Context: an optimization exercise on an open-source flow, tuned for a short achievable clock period and few clock cycles. The choices shown serve that exercise and are no tape-out recipe. In this exercise RTL edits were held to simulation tests only and were not proved equivalent to the original. Power figures rest on the tool's default switching activity, not on a simulated workload.

Design riscv_core, start of the top module:
module riscv_core (
    input         clk,rst_n,
    input  [31:0] instr,  
    input  [31:0] ReadData,  
    output [31:0] PCF,  
    output        MemWriteM,     
    output [31:0] ALUResultM,  
    output [31:0] WriteDataM,  
    output [2:0]  funct3M
);
    reg  [31:0] pc_q;
    reg  [31:0] rf [1:31];
    reg         vE;
    reg         brE, jalrE, ldE, stE, wrE, cstE, predE, retE, fuseE;
    reg  [4:0]  rdE;
    reg  [2:0]  f3E;
    reg  [3:0]  bixE;
    reg  [31:0] A, B, S, cnstE, altE;          
    reg         auiE;                          
    reg  [19:0] uimmE;
    reg         opAdd, opSub, opSll, opSlt, opSltu, opXor, opSrl, opSra, opOr, opAnd;
    reg         jrPend;
    reg  [31:0] jrTgt;
    reg         memWM, ldM, wrM;
    reg  [4:0]  rdM;
    reg  [2:0]  f3M;
    reg  [31:0] resM, wdM;
    reg  [31:0] ras0, ras1, ras2, ras3;
    reg         pushP, popP;
    reg  [31:0] pushV;
    reg  [15:0] bhtV, bhtT;
    reg         bhtWe, bhtD;
    reg  [3:0]  bhtI;
    assign PCF        = pc_q;
    assign MemWriteM  = memWM;
    assign ALUResultM = resM;
    assign WriteDataM = wdM;
    assign funct3M    = f3M;
    wire [4:0]  op   = instr[6:2];
    wire [4:0]  rs1  = instr[19:15];
    wire [4:0]  rs2  = instr[24:20];
    wire [4:0]  rd   = instr[11:7];
    wire [2:0]  f3   = instr[14:12];
    wire        isLUI  = (op == 5'b01101);
    wire        isAUI  = (op == 5'b00101);
    wire        isJAL  = (op == 5'b11011);
    wire        isJALR = (op == 5'b11001);
    wire        isBR   = (op == 5'b11000);
    wire        isLD   = (op == 5'b00000);
    wire        isST   = (op == 5'b01000);
    wire        isOPI  = (op == 5'b00100);
    wire        isOP   = (op == 5'b01100);
    wire        use1 = isJALR | isBR | isLD | isST | isOPI | isOP;
    wire        use2 = isBR | isST | isOP;
    wire        wrD  = (isLUI | isAUI | isJAL | isJALR | isLD | isOPI | isOP) & (rd != 5'd0);
  ...
Settings: LEC_CHECK=0, ABC_CLOCK_PERIOD_IN_PS=2500, CAP_MARGIN=20, CORE_MARGIN=2, CORE_UTILIZATION=40, PLACE_DENSITY=0.5, SETUP_SLACK_MARGIN=5, SLEW_MARGIN=20, TNS_END_PERCENT=100; clock period 10.0 ns.
standard.sh (not shown) runs the stock make flow with config.mk's settings and CLKGATE_MAP_FILE= SYNTH_SCRIPT=/design/flow/synth_recipe.tcl, a recipe that flattens the netlist after the stock synthesis.
==> flow/flow/run.sh <==
#!/bin/bash
# Layout flow: the standard flow (standard.sh: ORFS synthesis and layout
# steps, the standard flow's SDC unchanged) with two changes to how the layout is made:
#  - the resizer repairs setup towards a tighter target than the 10 ns clock
#    (SETUP_SLACK_MARGIN 7), so the achieved period is as short as it can get;
#  - the slow OR3/OR4 cells are kept out of technology mapping (added to the
#    platform's own don't-use list), so abc builds carry chains from faster gates.
# The full output of the flow goes to standard_flow.log in this folder.
set -euo pipefail
here=$(pwd)
DU=" sky130_fd_sc_hd__probe_p_8 sky130_fd_sc_hd__probec_p_8 sky130_fd_sc_hd__lpflow_bleeder_1 sky130_fd_sc_hd__lpflow_clkbufkapwr_1 sky130_fd_sc_hd__lpflow_clkbufkapwr_16 sky130_fd_sc_hd__lpflow_clkbufkapwr_2 sky130_fd_sc_hd__lpflow_clkbufkapwr_4 sky130_fd_sc_hd__lpflow_clkbufkapwr_8 sky130_fd_sc_hd__lpflow_clkinvkapwr_1 sky130_fd_sc_hd__lpflow_clkinvkapwr_16 sky130_fd_sc_hd__lpflow_clkinvkapwr_2 sky130_fd_sc_hd__lpflow_clkinvkapwr_4 sky130_fd_sc_hd__lpflow_clkinvkapwr_8 sky130_fd_sc_hd__lpflow_decapkapwr_12 sky130_fd_sc_hd__lpflow_decapkapwr_3 sky130_fd_sc_hd__lpflow_decapkapwr_4 sky130_fd_sc_hd__lpflow_decapkapwr_6 sky130_fd_sc_hd__lpflow_decapkapwr_8 sky130_fd_sc_hd__lpflow_inputiso0n_1 sky130_fd_sc_hd__lpflow_inputiso0p_1 sky130_fd_sc_hd__lpflow_inputiso1n_1 sky130_fd_sc_hd__lpflow_inputiso1p_1 sky130_fd_sc_hd__lpflow_inputisolatch_1 sky130_fd_sc_hd__lpflow_isobufsrc_1 sky130_fd_sc_hd__lpflow_isobufsrc_16 sky130_fd_sc_hd__lpflow_isobufsrc_2 sky130_fd_sc_hd__lpflow_isobufsrc_4 sky130_fd_sc_hd__lpflow_isobufsrc_8 sky130_fd_sc_hd__lpflow_isobufsrckapwr_16 sky130_fd_sc_hd__lpflow_lsbuf_lh_hl_isowell_tap_1 sky130_fd_sc_hd__lpflow_lsbuf_lh_hl_isowell_tap_2 sky130_fd_sc_hd__lpflow_lsbuf_lh_hl_isowell_tap_4 sky130_fd_sc_hd__lpflow_lsbuf_lh_isowell_4 sky130_fd_sc_hd__lpflow_lsbuf_lh_isowell_tap_1 sky130_fd_sc_hd__lpflow_lsbuf_lh_isowell_tap_2 sky130_fd_sc_hd__lpflow_lsbuf_lh_isowell_tap_4  sky130_fd_sc_hd__or3_1 sky130_fd_sc_hd__or3_2 sky130_fd_sc_hd__or3_4 sky130_fd_sc_hd__or3b_1 sky130_fd_sc_hd__or3b_2 sky130_fd_sc_hd__or3b_4 sky130_fd_sc_hd__or4_1 sky130_fd_sc_hd__or4_2 sky130_fd_sc_hd__or4_4 sky130_fd_sc_hd__or4b_1 sky130_fd_sc_hd__or4b_2 sky130_fd_sc_hd__or4b_4 sky130_fd_sc_hd__or4bb_1 sky130_fd_sc_hd__or4bb_2 sky130_fd_sc_hd__or4bb_4"
bash standard.sh SETUP_SLACK_MARGIN=7 "DONT_USE_CELLS=$DU" finish > "$here/standard_flow.log" 2>&1
Testbench counts at the start, summed over its fixed seeds: cycles 90,405.
Then changed:
--- a/flow/design.v
+++ b/flow/design.v
@@ -121,37 +121,38 @@
                     | ({32{opSltu}} & {31'd0, ltu})
                     | ({32{opXor}} & (A ^ B))
                     | ({32{opOr}} & (A | B))
                     | ({32{opAnd}} & (A & B))
                     | ({32{cstE}} & cval);
     wire        cmp    = f3E[2] ? (f3E[1] ? ltu : lt) : eq;
     wire        taken  = cmp ^ f3E[0];
     wire        mispBr = exE & brE & (taken ^ predE);
     wire        jrBad  = exE & jalrE & ~(fuseE | (retE & (sum[31:1] == altE[31:1])));
     wire        kill   = mispBr | jrPend;      
-    wire        selJ = ~stall & isJAL;
-    wire        selB = ~stall & isBR & bpred;
-    wire        selR = ~stall & fuse;
-    wire        selT = ~stall & ret & ~fuse;
-    wire        sel4 = ~stall & ~(isJAL | (isBR & bpred) | fuse | ret);
+    wire        hold = ~jrPend & stall;
+    wire        go   = ~jrPend & ~stall;
+    wire        selJ = go & isJAL;
+    wire        selB = go & isBR & bpred;
+    wire        selR = go & fuse;
+    wire        selT = go & ret & ~fuse;
+    wire        sel4 = go & ~(isJAL | (isBR & bpred) | fuse | ret);
     wire [31:0] npcFD = ({32{selJ}} & tJ)
                       | ({32{selB}} & tB)
                       | ({32{selR}} & {tR[31:1], 1'b0})
                       | ({32{selT}} & rtop)
                       | ({32{sel4}} & pc4)
-                      | ({32{stall}} & pc_q);
+                      | ({32{hold}} & pc_q)
+                      | ({32{jrPend}} & jrTgt);
     always @(posedge clk) begin
         if (!rst_n)
             pc_q <= 32'd0;
-        else if (jrPend)
-            pc_q <= jrTgt;
-        else if (mispBr)
+        else if (mispBr)                       
             pc_q <= altE;
         else
             pc_q <= npcFD;
     end
     always @(posedge clk) begin
         if (!rst_n)
             jrPend <= 1'b0;
         else
             jrPend <= jrBad;
         jrTgt <= {sum[31:1], 1'b0};
Count of clock-buffer cells in the layout came out higher by 3. Worst hold slack gets better by 8.9 ps. Clock power went up by about 0.7%. Setup slack is better by 95 ps. Total power rose by 0.60%. Cell area decreases by 0.34%. Sequential share of layout area is higher by 0.18 points. Wire length decreases by 1.8%. Via count is lower by 1.4%.
Testbench counts after the change, summed over its fixed seeds: cycles 90,405.

[what the ideal ports hide]
The flow's constraints put no driver on any port. The routed layouts listed below were extracted and timed again, unchanged, in two steps. Step 1 sets driving cells, clkbuf_16 on the clock port and buf_2 on the other inputs (assumed; they add their load-dependent delay and slew). Step 2 adds t to the input delays and takes it off the output delays; t is the mean of the earliest and latest rising clock arrival at the registers after step 1. Input paths then give back, and output paths get back, about the clock's delay inside the block. Three values: ideal ports, drivers, drivers and shift; two values: the first two.
run | shift t [ns] | setup slack, ns | worst setup path at the end | worst register clock-pin slew, ns | worst slew at a driven data input, ns
the first run | 0.961 | 5.601 / 5.631 / 4.670 | input to register | 0.07 / 0.07 | 0.09
the second run | 0.953 | 5.696 / 5.755 / 4.802 | input to register | 0.07 / 0.07 | 0.10
After both steps setup and hold are still met in every run listed. For the first run, which loses most, drivers alone change the setup slack by +0.030 ns; drivers and shift together by -0.931 ns.
